This design comes from an exercise in tuning for small area, a short achievable clock period and few clock cycles per item on the open sky130 flow, not from production work.
Function was not checked in any run shown here: the RTL went through the layout flow alone.
Power is estimated from default activity; no workload was simulated.

==> design.v <==
package rv32i_types;
    typedef enum logic [2:0] {
        mult_op_mul    = 3'd0,
        mult_op_mulh   = 3'd1,
        mult_op_mulhsu = 3'd2,
        mult_op_mulhu  = 3'd3,
        mult_op_div    = 3'd4,
        mult_op_divu   = 3'd5,
        mult_op_rem    = 3'd6,
        mult_op_remu   = 3'd7
    } mult_ops;
endpackage
module mdu_bitlen (
    input  logic [31:0] x,
    output logic [5:0]  len
);
    always_comb begin
        len = 6'd0;
        for (int i = 0; i < 32; i++)
            if (x[i]) len = 6'(i + 1);
    end
endmodule
module mul_unit
(
    input  logic         clk,
    input  logic         rst,
    input  logic         in_valid,
    input  logic [2:0]   in_op,
    input  logic [31:0]  in_rs1,
    input  logic [31:0]  in_rs2,
    output logic         out_valid,
    output logic [31:0]  out_data
);
    localparam logic [1:0] S_IDLE  = 2'd0;
    localparam logic [1:0] S_SETUP = 2'd1;
    localparam logic [1:0] S_ITER  = 2'd2;
    localparam logic [1:0] S_OUT   = 2'd3;
    logic [1:0]  state;
    logic [31:0] H, L, M;
    logic [4:0]  k, cnt;
    logic        is_div, minv, neg, sel_h;
    logic        op_div, signed_a, signed_b, sa, sb;
    assign op_div   = in_op[2];
    assign signed_a = (in_op == 3'd0) || (in_op == 3'd1) || (in_op == 3'd2) ||
                      (in_op == 3'd4) || (in_op == 3'd6);
    assign signed_b = (in_op == 3'd0) || (in_op == 3'd1) ||
                      (in_op == 3'd4) || (in_op == 3'd6);
    assign sa = signed_a & in_rs1[31];
    assign sb = signed_b & in_rs2[31];
    logic [5:0]  la, lb;
    logic [5:0]  la_over, lb_over;
    mdu_bitlen len_a (.x(in_rs1 ^ {32{sa}}), .len(la));
    mdu_bitlen len_b (.x(in_rs2 ^ {32{sb}}), .len(lb));
    assign la_over = la + 6'(sa);
    assign lb_over = lb + 6'(sb);
    logic [31:0] abs_a, abs_b;
    assign abs_a = sa ? (~in_rs1 + 32'd1) : in_rs1;
    assign abs_b = sb ? (~in_rs2 + 32'd1) : in_rs2;
    logic        swap;
    logic [5:0]  m_len;
    assign swap  = la_over < lb_over;
    assign m_len = swap ? la_over : lb_over;
    logic signed [7:0] n_div;
    logic [5:0]  n_clamp;
    logic        div_fast;
    assign n_div    = $signed({2'b00, la_over}) - $signed({2'b00, lb}) + 8'sd1;
    assign n_clamp  = (n_div > 8'sd32) ? 6'd32 : n_div[5:0];
    logic        in_dz;
    assign in_dz    = (in_rs2 == 32'd0);
    assign div_fast = in_dz || (n_div <= 8'sd0);
    logic [4:0]  k_new;
    always_comb begin
        if (op_div) k_new = div_fast ? 5'd0 : 5'((n_clamp + 6'd1) >> 1);
        else        k_new = 5'((m_len + 6'd1) >> 1);
    end
    logic [33:0] y_base;
    logic        cin_base;
    assign y_base   = {is_div, is_div, M ^ {32{minv}}};
    assign cin_base = minv;
    function automatic logic [65:0] step(input logic [31:0] h, input logic [31:0] l,
                                         input logic b, input logic [33:0] yb,
                                         input logic cb, input logic dv);
        logic [32:0] x;
        logic [33:0] y, s;
        logic        q;
        logic [31:0] hn, ln;
        x = dv ? {l, b} : {1'b0, l[30:0], 1'b0};
        y = (dv || b) ? yb : 34'd0;
        s = {1'b0, x} + y + 34'(dv ? cb : (b & cb));
        q = ~s[33];
        if (dv) begin
            hn = {h[30:0], q};
            ln = q ? s[31:0] : x[31:0];
        end else begin
            hn = {h[30:0], l[31]} + 32'(s[32]);
            ln = s[31:0];
        end
        step = {2'b00, hn, ln};
    endfunction
    logic [5:0]  p1, p2;
    logic        bit1, bit2;
    assign p1   = {k, 1'b0} - 6'd1;
    assign p2   = {k, 1'b0} - 6'd2;
    assign bit1 = H[p1[4:0]];
    assign bit2 = H[p2[4:0]];
    logic [65:0] st1, st2;
    assign st1 = step(H, L, bit1, y_base, cin_base, is_div);
    assign st2 = step(st1[63:32], st1[31:0], bit2, y_base, cin_base, is_div);
    logic [31:0] shr;
    assign shr = (k == 5'd16) ? 32'd0 : (H >> {k[3:0], 1'b0});
    logic [31:0] mask, v;
    logic        cin_out;
    always_comb begin
        for (int i = 0; i < 32; i++) mask[i] = (i < 32'({k, 1'b0}));
    end
    assign v       = sel_h ? (H & mask) : L;
    assign cin_out = (sel_h && !is_div) ? (L == 32'd0) : 1'b1;
    logic d_zero;
    assign out_data  = (d_zero && sel_h) ? 32'hFFFFFFFF :
                       (neg ? (~v + 32'(cin_out)) : v);
    assign out_valid = (state == S_OUT) && in_valid;
    always_ff @(posedge clk) begin
        if (rst || !in_valid) begin
            state <= S_IDLE;
        end else begin
            unique case (state)
                S_IDLE: begin
                    is_div <= op_div;
                    k      <= k_new;
                    cnt    <= k_new;
                    L      <= (op_div && div_fast) ? abs_a : 32'd0;
                    d_zero <= op_div && in_dz;
                    if (op_div) begin
                        H     <= div_fast ? 32'd0 : abs_a;
                        M     <= in_rs2;
                        minv  <= ~sb;
                        neg   <= (in_op[1] ? sa : (sa ^ sb));
                        sel_h <= ~in_op[1];
                        state <= div_fast ? S_OUT : S_SETUP;
                    end else begin
                        H     <= swap ? abs_a : abs_b;
                        M     <= swap ? in_rs2 : in_rs1;
                        minv  <= swap ? sb : sa;
                        neg   <= sa ^ sb;
                        sel_h <= (in_op != 3'd0);
                        state <= (k_new == 5'd0) ? S_OUT : S_ITER;
                    end
                end
                S_SETUP: begin
                    L     <= shr;
                    state <= S_ITER;
                end
                S_ITER: begin
                    H   <= st2[63:32];
                    L   <= st2[31:0];
                    cnt <= cnt - 5'd1;
                    if (cnt == 5'd1) state <= S_OUT;
                end
                S_OUT: begin
                    state <= S_IDLE;
                end
            endcase
        end
    end
endmodule
module mdu_top
(
    input  logic         clk,
    input  logic         rst,
    input  logic         in_valid,
    input  logic [2:0]   in_op,
    input  logic [31:0]  in_rs1,
    input  logic [31:0]  in_rs2,
    input  logic [31:0]  in_pc,
    input  logic [31:0]  in_inst,
    input  logic [4:0]   in_rd_addr,
    input  logic [4:0]   in_rs1_addr,
    input  logic [4:0]   in_rs2_addr,
    input  logic         in_regf_we,
    input  logic [4:0]   in_rob_idx,
    output logic         out_valid,
    output logic [31:0]  out_rd_data,
    output logic [31:0]  out_pc,
    output logic [31:0]  out_inst,
    output logic [4:0]   out_rd_addr,
    output logic [4:0]   out_rs1_addr,
    output logic [4:0]   out_rs2_addr,
    output logic         out_regf_we,
    output logic [4:0]   out_rob_idx
);
    mul_unit mul_inst (
        .clk      (clk),
        .rst      (rst),
        .in_valid (in_valid),
        .in_op    (in_op),
        .in_rs1   (in_rs1),
        .in_rs2   (in_rs2),
        .out_valid(out_valid),
        .out_data (out_rd_data)
    );
    assign out_pc       = in_pc;
    assign out_inst     = in_inst;
    assign out_rd_addr  = in_rd_addr;
    assign out_rs1_addr = in_rs1_addr;
    assign out_rs2_addr = in_rs2_addr;
    assign out_regf_we  = in_regf_we;
    assign out_rob_idx  = in_rob_idx;
endmodule
==> run.sh <==
#!/bin/bash
# synth_recipe.tcl (not shown) runs the flow's synth.tcl, then flattens the netlist and writes it again
# the make line also repeats each setting of config.mk as NAME=value (left out here)
make -C /OpenROAD-flow-scripts/flow DESIGN_CONFIG=/design/flow/config.mk WORK_HOME=/design/flow/orfs CLKGATE_MAP_FILE= SYNTH_SCRIPT=/design/flow/synth_recipe.tcl finish
==> config.mk <==
export PLATFORM = sky130hd
export DESIGN_NAME = mdu_top
export DESIGN_NICKNAME = mdu_top
export VERILOG_FILES = /design/flow/design.v
export SDC_FILE = /design/flow/constraint.sdc
export NUM_CORES = 4
export LEC_CHECK = 0
export CAP_MARGIN = 30
export CORE_MARGIN = 2
export CORE_UTILIZATION = 40
export SLEW_MARGIN = 30
==> constraint.sdc <==
create_clock -name core_clock -period 13.0 [get_ports {clk}]
set_input_delay 2.6000 -clock core_clock [delete_from_list [all_inputs] [get_ports {clk}]]
set_output_delay 2.6000 -clock core_clock [all_outputs]
set_load 0.01 [all_outputs]
==> impl_metrics.csv, run 1 <==
group,metric,value,unit
status,status,"timing/DRC/antenna clean",
die,num_io_pins,273,
clocking,clock_path_buffers,2,
setup_path,required,13.18,ns
die,fp-row-count,80,
sta,tightest_slew,1.032,ns
global_route,grt_use_met2,47.43,%
worst_hold_path,hold_class,"reg -> reg",
placed_design,hpwl,60.79,mm
setup_path,crit_slowest_cell,"nor2_2",
sta,finalSetupViolations,0,
yosys,synth-async-reset-ratio,0,%
sta,tns,0,ns
clocking,cts_root_buffer,"clkbuf_16",
sta,fin_ws,0.8159,ns
yosys,synth_cells,2561,
setup_path,slowest_delay,0.78,ns
clocking,clock_latency,0.46,ns
setup_path,start_kind,"register",
global_route,grt_pass1_wl,115.1,mm
drt,wl_per_cell,25.11,um
yosys,yosys_most_used_dff,"edfxtp_1",
global_route,grt_max_degree,44,
yosys,synthesis.area,19290,um2
clocking,htree_levels,4,
sta,min_period_over_period,93.72,%
sta,slew_headroom,31.19,%
finish,diodes,0,
yosys,synth-seq-cells,113,
clocking,clk_pin_slew,0.07,ns
finish,final_cell_mix,"246 x nand2_1, 233 x nor2_1, 180 x a21oi_1",
clocking,cts-buffers-inserted,17,
power,total_power,3.247,mW
sta,rsz0062_at_grt,"false",
clocking,cts_hold_buf,0,
sta,fmax,82.07,MHz
global_route,antenna_found_initial,0,
finish,fin_area,20540,um2
setup_path,worst-setup-path-type,"reg -> reg",
sta,fin_skew,0.01095,ns
clocking,cts_tree,"yes",
drt,via_per_inst,6.411,
placed_design,placed_area,19950,um2
global_route,grtUsageMet3,4.604,%
drt,vias,19770,
power,p_per_area,158.1,nW/um2
placed_design,preCtsSetupSlack,1.209,ns
run,cap_violations,0,
setup_path,end_kind,"register",
setup_path,crit_arrival,12.36,ns
setup_path,path_max_fanout,32,
yosys,synth_edf_count,111,
yosys,ys_seq_area_share,17.48,%
setup_path,rrSetupSlack,0.82,ns
drt,route.antenna.remaining_nets,0,
finish,fin_util,43.10,%
finish,fill_cells,4883,
yosys,yosysUniqueCellTypes,112,
drt,drt_iter0_markers,2312,
die,core,47650,um2
drt,drt_first_pass_iters,8,
sta,hold_viol,0,
global_route,grt_overflow,0,
finish,area_growth,6.439,%
die,dieHeight,223.6,um
setup_path,crit_path_frequent_cell,"a21oi_1",
sta,slew_viol_final,0,
die,start_util,40.50,%
placed_design,routabilityCongestion,0.9986,
finish,layout-drive-gt1-share,8.752,%
global_route,grt.met1_usage,39.42,%
yosys,syn_avg_cell_area,7.534,um2
sta,fin_crit,12.18,ns
yosys,yosysWarningCount,2,
finish,nets,2712,
drt,routed_wl,77.41,mm
placed_design,portBuffers,102,
global_route,grt_usage,30.16,%
clocking,post_cts_buffers,0,
global_route,top_usage_layer,"met2",
die,die_w,223.6,um
yosys,syn_nets,2818,
die,dieArea,50010,um2
drt,drc_errors,0,
power,p_leak,7.668,nW
finish,layout_commonest_cell,"nand2_1",
clocking,cts_resized,0,
power,ir_drop,0.09857,mV
global_route,grt_pass1_vias,18520,
clocking,cts.sink_count,113,
[sequential cells by signal (all words and copies together) (netlist names), 2 cells and up]
signal	flops
mul_inst.H	32
mul_inst.cnt	5
mul_inst.state	2
mul_inst.M	32
mul_inst.L	32
mul_inst.k	5
[through the flow]
step | hold WS, ns | instances
after CTS | 0.6562 | 3083
final | 0.6496 | 3083
after global routing | 0.6690 | 3083
after floorplan | 0.5985 | 2561
after detailed placement | 0.6508 | 3051
after global placement | 0.6296 | 3051
[cell usage after synthesis, types with 68 or more instances]
cell type | n | share of area [%]
nand2_1 | 247 | 4.8
nand3_1 | 68 | 1.8
ha_1 | 97 | 6.3
xnor2_1 | 159 | 7.2
buf_4 | 87 | 3.4
inv_1 | 88 | 1.7
o21ai_0 | 174 | 4.5
xor2_1 | 76 | 3.4
a21oi_1 | 181 | 4.7
edfxtp_1 | 111 | 17
clkbuf_1 | 133 | 2.6
nor2_1 | 241 | 4.7
[cell families (layout without fill, tap and decap cells)]
| logic type | count (synthesis) | in the layout | share of synthesized area (%) |
|---|---|---|---|
| fa+ha+maj | 102 | 102 | 6.809 |
| xor+xnor | 236 | 236 | 10.75 |
| buf+inv | 360 | 267 | 9.468 |
| simple gates | 894 | 894 | 22.98 |
| mux | 100 | 100 | 6.446 |
| flops | 113 | 113 | 17.48 |
| compound gates | 756 | 756 | 26.06 |
[layer usage]
layer / vias up / routed length, um / part of all wire (%)
met2: 1043 / 34530 / 45
met3: 192 / 6246 / 8.1
li1: 9102 / - / -
met4: 0 / 4734 / 6.1
met1: 9428 / 31900 / 41
met5: - / 0 / 0
[final cells by class]
type,instances,area (um2),area share (%)
clock buffer,17,425.4,2.071
clock inverter,15,158.9,0.7737
inverter,92,345.3,1.681
multi-input combinational,2088,14140,68.83
sequential,113,3373,16.43
tap,615,769.5,3.747
timing repair buffer,143,1329,6.470
[critical path: cells and delay by family (launching register included)]
family / cells / cell delay, ns
flip-flops: 1 / 0.75
multiplexers: 3 / 1.28
XOR/XNOR: 2 / 0.24
AO/OA/AOI/OAI: 18 / 4.29
AND/OR/NAND/NOR: 10 / 2.34
buffers and inverters: 4 / 1.06
adder cells (fa/ha/maj): 5 / 1.91
[path summary, 6_finish.rpt]
path	endpoint	startpoint	cells past startpoint
worst max register to register	mul_inst.H[24]$_DFFE_PP_	mul_inst.k[1]$_DFFE_PP_	42
worst max-delay path	mul_inst.H[24]$_DFFE_PP_	mul_inst.k[1]$_DFFE_PP_	42
worst min-delay path	mul_inst.cnt[0]$_DFFE_PP_	mul_inst.cnt[0]$_DFFE_PP_	1
worst min register to register	mul_inst.cnt[0]$_DFFE_PP_	mul_inst.cnt[0]$_DFFE_PP_	1
[report_power, final]
group,internal [mW],switching [mW]
clock,0.283,0.203
sequential,0.469,0.0813
combinational,0.886,1.32
total,1.64,1.61
==> run 2: changes to the inputs <==
--- a/config.mk
+++ b/config.mk
@@ -6,4 +6,5 @@
 export NUM_CORES = 4
 export LEC_CHECK = 0
+export ABC_AREA = 1
 export CAP_MARGIN = 30
 export CORE_MARGIN = 2
==> run 2 against run 1 <==
Against the previous run: worst setup slack better by 0.24 ns; highest routed layer is now met5; area after synthesis down 4.5%; sequential power down 6.7%; clock power shrank 3%; critical path depth up 31; still clean; worst hold slack lost 0.099 ns.
==> impl_metrics.csv, run 2 <==
group,metric,value,unit
sta,tightest_slew,0.9736,ns
clocking,clock_path_buffers,2,
sta,tns,0,ns
yosys,syn_avg_cell_area,6.227,um2
setup_path,rrSetupSlack,1.06,ns
global_route,grt_usage,30.89,%
drt,vias,19780,
die,num_io_pins,273,
sta,min_period_over_period,91.88,%
sta,fin_ws,1.055,ns
global_route,grt_overflow,0,
setup_path,crit_family,"compound AO/OA/AOI/OAI gates",
die,start_util,40.59,%
placed_design,hpwl,60.93,mm
yosys,synthesis.area,18420,um2
drt,route.antenna.remaining_nets,0,
die,fp-row-count,78,
run,cap_violations,0,
sta,fmax,83.72,MHz
drt,wl_per_cell,21.12,um
sta,whs,0.5509,ns
setup_path,r2r-start,"mul_inst.k[1]$_DFFE_PP_",
yosys,synth-seq-cells,113,
sta,slew_viol_final,0,
placed_design,placed_area,19360,um2
setup_path,cp-endpoint,"mul_inst.H[26]$_DFFE_PP_",
sta,rsz0062_at_grt,"false",
yosys,ys_top_cells_by_area,"edfxtp_1 18%, nand2_1 12%, inv_1 8.7%",
clocking,clk_pin_slew,0.06,ns
power,ir_drop,0.08943,mV
yosys,synth_cells,2958,
yosys,synth-async-reset-ratio,0,%
die,dieArea,47780,um2
setup_path,path_max_fanout,23,
placed_design,routabilityCongestion,1.027,
yosys,synth_top_area_share,18.10,%
global_route,grt_max_degree,66,
setup_path,critPathLaunch,"mul_inst.k[1]$_DFFE_PP_",
sta,finalSetupViolations,0,
worst_hold_path,hold_class,"reg -> reg",
yosys,yosysTopAreaCell,"edfxtp_1",
placed_design,portBuffers,102,
setup_path,crit_path_frequent_cell,"nand2_1",
global_route,antenna_found_initial,2,
sta,fin_crit,11.94,ns
yosys,yosysWarningCount,2,
setup_path,slowest_delay,0.48,ns
yosys,syn_nets,3215,
clocking,cts_root_buffer,"clkbuf_16",
sta,hold_viol,0,
setup_path,r2r_cells,73,
setup_path,crit_slowest_cell,"fa_1",
yosys,ys_seq_area_share,18.31,%
finish,layout_commonest_cell,"nand2_1",
yosys,post-synth-top-count-cell,"nand2_1",
setup_path,rr_endpoint,"mul_inst.H[26]$_DFFE_PP_",
setup_path,crit_arrival,12.11,ns
clocking,htree_levels,4,
drt,drc_errors,0,
finish,area_growth,8.478,%
yosys,synth_common_cells,"578 x nand2_1, 428 x inv_1, 307 x nor2_1, 281 x o21ai_0, 195 x a21oi_1",
clocking,cts-buffers-inserted,17,
power,p_leak,9.126,nW
clocking,clock_latency,0.45,ns
drt,via_per_inst,5.607,
die,core,45380,um2
global_route,grt_pass1_vias,18330,
finish,reg_top3,"mul_inst.H x32, mul_inst.L x32, mul_inst.M x32",
power,p_per_area,143.3,nW/um2
clocking,cts_tree,"yes",
finish,diodes,0,
yosys,yosys_most_used_dff,"edfxtp_1",
drt,routed_wl,74.52,mm
drt,drt_iter0_markers,2164,
global_route,grt_pass1_wl,110.9,mm
yosys,synth_edf_count,111,
sta,fin_skew,0.007661,ns
setup_path,worst-setup-path-type,"reg -> reg",
setup_path,start_kind,"register",
yosys,yosysUniqueCellTypes,62,
drt,drt_first_pass_iters,6,
setup_path,crit_buf_inv,10,
sta,slew_headroom,35.03,%
status,status,"timing/DRC/antenna clean",
clocking,cts_hold_buf,0,
clocking,cts.sink_count,113,
finish,fin_area,19980,um2
placed_design,preCtsSetupSlack,0.7311,ns
finish,layout-drive-gt1-share,4.440,%
setup_path,end_kind,"register",
finish,final_cell_mix,"577 x nand2_1, 428 x inv_1, 302 x nor2_1",
finish,nets,3172,
die,dieHeight,218.6,um
die,die_w,218.6,um
setup_path,required,13.17,ns
setup_path,crit_cells,73,
run 2: worst min-delay path by stage:
stage                                         from  cells after the start                             end
floorplan           mul_inst.state[1]$_SDFFE_PN0P_                      2  mul_inst.state[1]$_SDFFE_PN0P_
global placement    mul_inst.state[1]$_SDFFE_PN0P_                      2  mul_inst.state[1]$_SDFFE_PN0P_
CTS                 mul_inst.state[1]$_SDFFE_PN0P_                      2  mul_inst.state[1]$_SDFFE_PN0P_
finish              mul_inst.state[1]$_SDFFE_PN0P_                      2  mul_inst.state[1]$_SDFFE_PN0P_
global route        mul_inst.state[1]$_SDFFE_PN0P_                      2  mul_inst.state[1]$_SDFFE_PN0P_
detailed placement  mul_inst.state[1]$_SDFFE_PN0P_                      2  mul_inst.state[1]$_SDFFE_PN0P_
run 2: where the power goes:
group / total (mW) / internal [mW] / switching [mW]
clock network: 0.471 / 0.279 / 0.191
logic: 1.88 / 0.653 / 1.23
registers: 0.514 / 0.465 / 0.0491
total: 2.86 / 1.40 / 1.47
run 2: worst reg2reg max path, delay by kind of cell, from the launching register on:
family                     cells  cell delay (ns)
DFF                            1             0.38
and+or+nand+nor               25             3.21
adders and majority gates      5             1.41
xor gates and xnor gates       2             0.44
buffers and inverters         10             1.13
AOI/OAI and AO/OA             31             5.11
run 2: final cells by class:
cell class,instances,area (um2)
multi-input cells,2200,12310
fillers,4868,25400
clock buffers,17,425.4
inverters,442,1662
clock inverters,15,145.1
repair buffers,141,1314
well taps,600,750.7
flip-flops and latches,113,3373
run 2: kinds of logic (layout without fill, tap and decap cells):
logic type | Yosys count | in the layout | synth area share, %
and+or+nand+nor | 1176 | 1176 | 26.85
buffers and inverters | 645 | 615 | 15.25
adders and majority gates | 102 | 102 | 7.133
AOI/OAI and AO/OA | 668 | 668 | 20.30
xor gates and xnor gates | 250 | 250 | 11.93
DFF | 113 | 113 | 18.31
muxes | 4 | 4 | 0.2174
run 2: routing by layer:
metal | part of all wire [%] | vias to the layer above | GRT usage, %
li1 | - | 9591 | -
met5 | 0.015 | - | 0
met1 | 43 | 9107 | 41.32
met4 | 4.9 | 2 | 14.33
met3 | 8.2 | 145 | 4.078
met2 | 44 | 937 | 49.20
run 2: what timing repair did:
action                     4_1_cts  5_1_grt
hold endpoints to repair         0        0
buffers inserted                 0        2
gates resized for setup          0        7
setup endpoints to repair        0        9
run 2: stage by stage:
step	instances	utilization, %	power [mW]
4_1_cts	3526	43.92	2.831
3_3_place_gp	3494	42.67	2.338
6_report	3528	44.03	2.863
5_1_grt	3528	44.03	3.095
3_5_place_dp	3494	42.67	2.352
2_1_floorplan	2958	-	1.858
==> run 3: changes to the inputs <==
--- a/design.v
+++ b/design.v
@@ -78,4 +78,12 @@
     assign y_base   = {is_div, is_div, M ^ {32{minv}}};
     assign cin_base = minv;
+    function automatic logic [31:0] inc32(input logic [31:0] a, input logic c);
+        logic t;
+        t = 1'b1;
+        for (int i = 0; i < 32; i++) begin
+            inc32[i] = a[i] ^ (c & t);
+            t = t & a[i];
+        end
+    endfunction
     function automatic logic [65:0] step(input logic [31:0] h, input logic [31:0] l,
                                          input logic b, input logic [33:0] yb,
@@ -93,15 +101,14 @@
             ln = q ? s[31:0] : x[31:0];
         end else begin
-            hn = {h[30:0], l[31]} + 32'(s[32]);
+            hn = inc32({h[30:0], l[31]}, s[32]);
             ln = s[31:0];
         end
         step = {2'b00, hn, ln};
     endfunction
-    logic [5:0]  p1, p2;
     logic        bit1, bit2;
-    assign p1   = {k, 1'b0} - 6'd1;
-    assign p2   = {k, 1'b0} - 6'd2;
-    assign bit1 = H[p1[4:0]];
-    assign bit2 = H[p2[4:0]];
+    logic [31:0] h_new;
+    logic [4:0]  pn;
+    assign h_new = swap ? abs_a : abs_b;
+    assign pn    = 5'({k, 1'b0} - 6'd3);    
     logic [65:0] st1, st2;
     assign st1 = step(H, L, bit1, y_base, cin_base, is_div);
@@ -131,4 +138,6 @@
                     L      <= (op_div && div_fast) ? abs_a : 32'd0;
                     d_zero <= op_div && in_dz;
+                    bit1 <= h_new[5'({k_new, 1'b0} - 6'd1)];
+                    bit2 <= h_new[5'({k_new, 1'b0} - 6'd2)];
                     if (op_div) begin
                         H     <= div_fast ? 32'd0 : abs_a;
@@ -149,4 +158,6 @@
                 S_SETUP: begin
                     L     <= shr;
+                    bit1  <= H[5'(pn + 5'd2)];
+                    bit2  <= H[5'(pn + 5'd1)];
                     state <= S_ITER;
                 end
@@ -155,4 +166,6 @@
                     L   <= st2[31:0];
                     cnt <= cnt - 5'd1;
+                    bit1 <= H[pn];
+                    bit2 <= H[5'(pn - 5'd1)];
                     if (cnt == 5'd1) state <= S_OUT;
                 end
==> run 3 against run 2 <==
Against the previous run: worst hold slack worse by 0.010 ns; worst setup slack better by 0.47 ns; utilization down 0.42 points; via count up 6.9%; wire length up 15%; critical path depth unchanged.
==> impl_metrics.csv, run 3 <==
group,metric,value,unit
yosys,synth-seq-cells,115,
die,dieArea,50220,um2
setup_path,worst-setup-path-type,"in -> reg",
yosys,synth_edf_count,113,
yosys,synth_cells,3104,
finish,nets,3311,
placed_design,hpwl,70.35,mm
sta,rsz0062_at_grt,"false",
finish,final_cell_mix,"652 x nand2_1, 377 x inv_1, 337 x nor2_1",
finish,reg_top3,"mul_inst.H x32, mul_inst.L x32, mul_inst.M x32",
setup_path,crit_path_frequent_cell,"nor2_1",
sta,fin_ws,1.521,ns
drt,route.antenna.remaining_nets,0,
power,ir_drop,0.09544,mV
die,core,47750,um2
setup_path,critPathLaunch,"in_op[2]",
sta,tns,0,ns
yosys,syn_avg_cell_area,6.242,um2
drt,vias,21150,
placed_design,preCtsSetupSlack,1.269,ns
worst_hold_path,hold_class,"reg -> reg",
sta,fin_skew,0.01284,ns
power,p_leak,9.348,nW
clocking,clock_latency,0.45,ns
die,die_w,224.1,um
die,num_io_pins,273,
die,start_util,40.58,%
sta,fin_crit,11.48,ns
yosys,synth_top_area_share,17.51,%
yosys,yosys_most_used_dff,"edfxtp_1",
run,cap_violations,0,
yosys,yosysTopAreaCell,"edfxtp_1",
yosys,synth-async-reset-ratio,0,%
clocking,cts_root_buffer,"clkbuf_16",
sta,tightest_slew,0.9915,ns
sta,slew_headroom,33.20,%
setup_path,crit_arrival,11.68,ns
sta,hold_viol,0,
setup_path,r2r_cells,48,
global_route,grt_pass1_wl,125.2,mm
yosys,post-synth-top-count-cell,"nand2_1",
clocking,cts_resized,0,
global_route,grt_overflow,0,
placed_design,dp_cells,3638,
setup_path,path_max_fanout,27,
finish,layout-drive-gt1-share,4.682,%
drt,via_per_inst,5.762,
setup_path,start_kind,"input port",
yosys,ys_seq_area_share,17.72,%
yosys,synth_common_cells,"653 x nand2_1, 377 x inv_1, 341 x nor2_1, 308 x o21ai_0, 203 x a21oi_1",
yosys,yosysUniqueCellTypes,65,
setup_path,crit_slowest_cell,"nand2_2",
clocking,cts_hold_buf,0,
clocking,post_cts_buffers,0,
clocking,clock_path_buffers,2,
clocking,clk_pin_slew,0.06,ns
power,p_per_area,162.1,nW/um2
clocking,cts-buffers-inserted,17,
drt,routed_wl,86.01,mm
sta,finalSetupViolations,0,
global_route,grt_max_degree,67,
yosys,ys_top_cells_by_area,"edfxtp_1 18%, nand2_1 13%, o21ai_0 8.0%",
finish,layout_commonest_cell,"nand2_1",
setup_path,rrSetupSlack,4.05,ns
finish,area_growth,7.452,%
sta,min_period_over_period,88.30,%
placed_design,portBuffers,102,
drt,drt_iter0_markers,2526,
setup_path,required,13.20,ns
placed_design,routabilityCongestion,1.015,
die,dieHeight,224.1,um
sta,slew_viol_final,0,
setup_path,slowest_delay,0.54,ns
yosys,synthesis.area,19380,um2
drt,wl_per_cell,23.44,um
finish,final_cells,3670,
clocking,cts.sink_count,115,
yosys,syn_nets,3373,
setup_path,end_kind,"register",
yosys,yosysWarningCount,2,
global_route,grt_pass1_vias,19670,
drt,drc_errors,0,
global_route,antenna_found_initial,3,
setup_path,r2r-start,"mul_inst.is_div$_DFFE_PP_",
clocking,htree_levels,4,
die,fp-row-count,80,
global_route,grt_usage,33.69,%
setup_path,rr_endpoint,"mul_inst.H[27]$_DFFE_PP_",
drt,drt_first_pass_iters,6,
setup_path,cp-endpoint,"mul_inst.bit1$_DFFE_PP_",
sta,fmax,87.12,MHz
clocking,cts_tree,"yes",
status,status,"timing/DRC/antenna clean",
[run 3: changes by cell type after synthesis, moves of 10 or more]
cell	before	now
xor2_1	172	159
nand2_1	578	653
inv_1	428	377
nand3_1	148	132
nor2_1	307	341
o22ai_1	17	7
a32oi_1	1	12
nor3_1	51	38
ha_1	97	109
o21ai_0	281	308
clkbuf_1	78	96
o21ai_1	26	40
nand2_2	6	16
[run 3: power by group]
group | total, mW | internal, mW | switching, mW | leakage, nW
combinational | 2.37 | 0.785 | 1.59 | 8.01
sequential | 0.565 | 0.488 | 0.0772 | 1.09
clock | 0.438 | 0.256 | 0.182 | 0.249
[run 3: cells by family (layout without fill, tap and decap cells)]
logic type | Yosys count | count (layout) | share of synthesized area [%]
simple gates | 1289 | 1289 | 28.32
compound gates | 725 | 725 | 20.97
buf+inv | 606 | 556 | 13.67
xor+xnor | 241 | 241 | 11.03
flops | 115 | 115 | 17.72
fa+ha+maj | 114 | 114 | 7.555
mux | 14 | 14 | 0.7297
other cells | 0 | 1 | 0
[run 3: metal layers]
layer  up-vias  wire, um  track usage [%]
met4         2      4003            15.29
met2       952     38200            53.04
li1      10090         -                -
met1      9947     36760            44.68
met3       154      7031            6.348
met5         -         9                0
[run 3: layout make-up]
type | instances | area, um2
fillers | 5182 | 26930
multi-input cells | 2383 | 13340
flip-flops and latches | 115 | 3433
inverters | 390 | 1464
repair buffers | 135 | 1289
well taps | 615 | 769.5
clock buffers | 18 | 429.2
clock inverters | 13 | 95.09
diodes | 1 | 2.502
[run 3: worst max-delay path, delay by kind of cell]
| kind | cells | cell delay (ns) |
|---|---|---|
| xor+xnor | 3 | 0.62 |
| simple gates | 46 | 4.34 |
| compound gates | 5 | 0.65 |
| buf+inv | 14 | 2.04 |
| fa+ha+maj | 5 | 1.43 |
[run 3: how the worst min path moves through the flow]
stage	from	endpoint	slack [ns]	cells past startpoint
finish	mul_inst.state[1]$_SDFFE_PN0P_	mul_inst.state[1]$_SDFFE_PN0P_	0.54	2
global route	mul_inst.state[1]$_SDFFE_PN0P_	mul_inst.state[1]$_SDFFE_PN0P_	0.57	2
CTS	mul_inst.state[0]$_SDFFE_PN0P_	mul_inst.state[0]$_SDFFE_PN0P_	0.53	2
detailed placement	mul_inst.state[0]$_SDFFE_PN0P_	mul_inst.state[0]$_SDFFE_PN0P_	0.52	2
global placement	mul_inst.state[0]$_SDFFE_PN0P_	mul_inst.state[0]$_SDFFE_PN0P_	0.52	2
floorplan	mul_inst.state[1]$_SDFFE_PN0P_	mul_inst.state[1]$_SDFFE_PN0P_	0.49	2
[run 3: per-stage QoR]
step | hold WS, ns | util, % | power (mW) | instance area (um2)
3_5_place_dp | 0.5248 | 42.49 | 2.882 | 20290
5_1_grt | 0.5661 | 43.61 | 3.641 | 20820
4_1_cts | 0.5327 | 43.58 | 3.332 | 20810
3_3_place_gp | 0.5210 | 42.43 | 2.869 | 20260
2_1_floorplan | 0.4921 | - | 2.197 | 19380
6_report | 0.5406 | 43.61 | 3.376 | 20820

[port drivers added, routing unchanged]
The results above use ideal ports. As a check the final layouts listed here were re-extracted and re-timed, cells and wires unchanged. Step 1 (the two cells are an assumption about what drives the block):
set clk [get_ports {clk}]
set_driving_cell -lib_cell sky130_fd_sc_hd__clkbuf_16 $clk
set_driving_cell -lib_cell sky130_fd_sc_hd__buf_2 [delete_from_list [all_inputs] $clk]
Step 2 moves the port delays by t, midway between the first and last clock arrival at a register: inputs arrive t later, outputs are due t later. That takes back most of the time a late clock gives input paths. Slacks: ideal / step 1 / step 2; pairs: ideal / step 1.
run	t (ns)	setup slack, ns	worst setup path after step 2	clock arrival spread, ns	worst register clock-pin slew, ns
run 1	0.508	0.816 / 0.816 / 0.816	register to register	0.011 / 0.011	0.07 / 0.07
run 2	0.496	1.055 / 1.055 / 1.055	register to register	0.007 / 0.008	0.06 / 0.06
run 3	0.498	1.521 / 1.559 / 1.060	input to register	0.013 / 0.013	0.06 / 0.06
After both steps setup and hold are still met in every run listed. The setup slack of run 3, which loses most, moves by +0.038 ns with the drivers and by -0.461 ns with both steps.
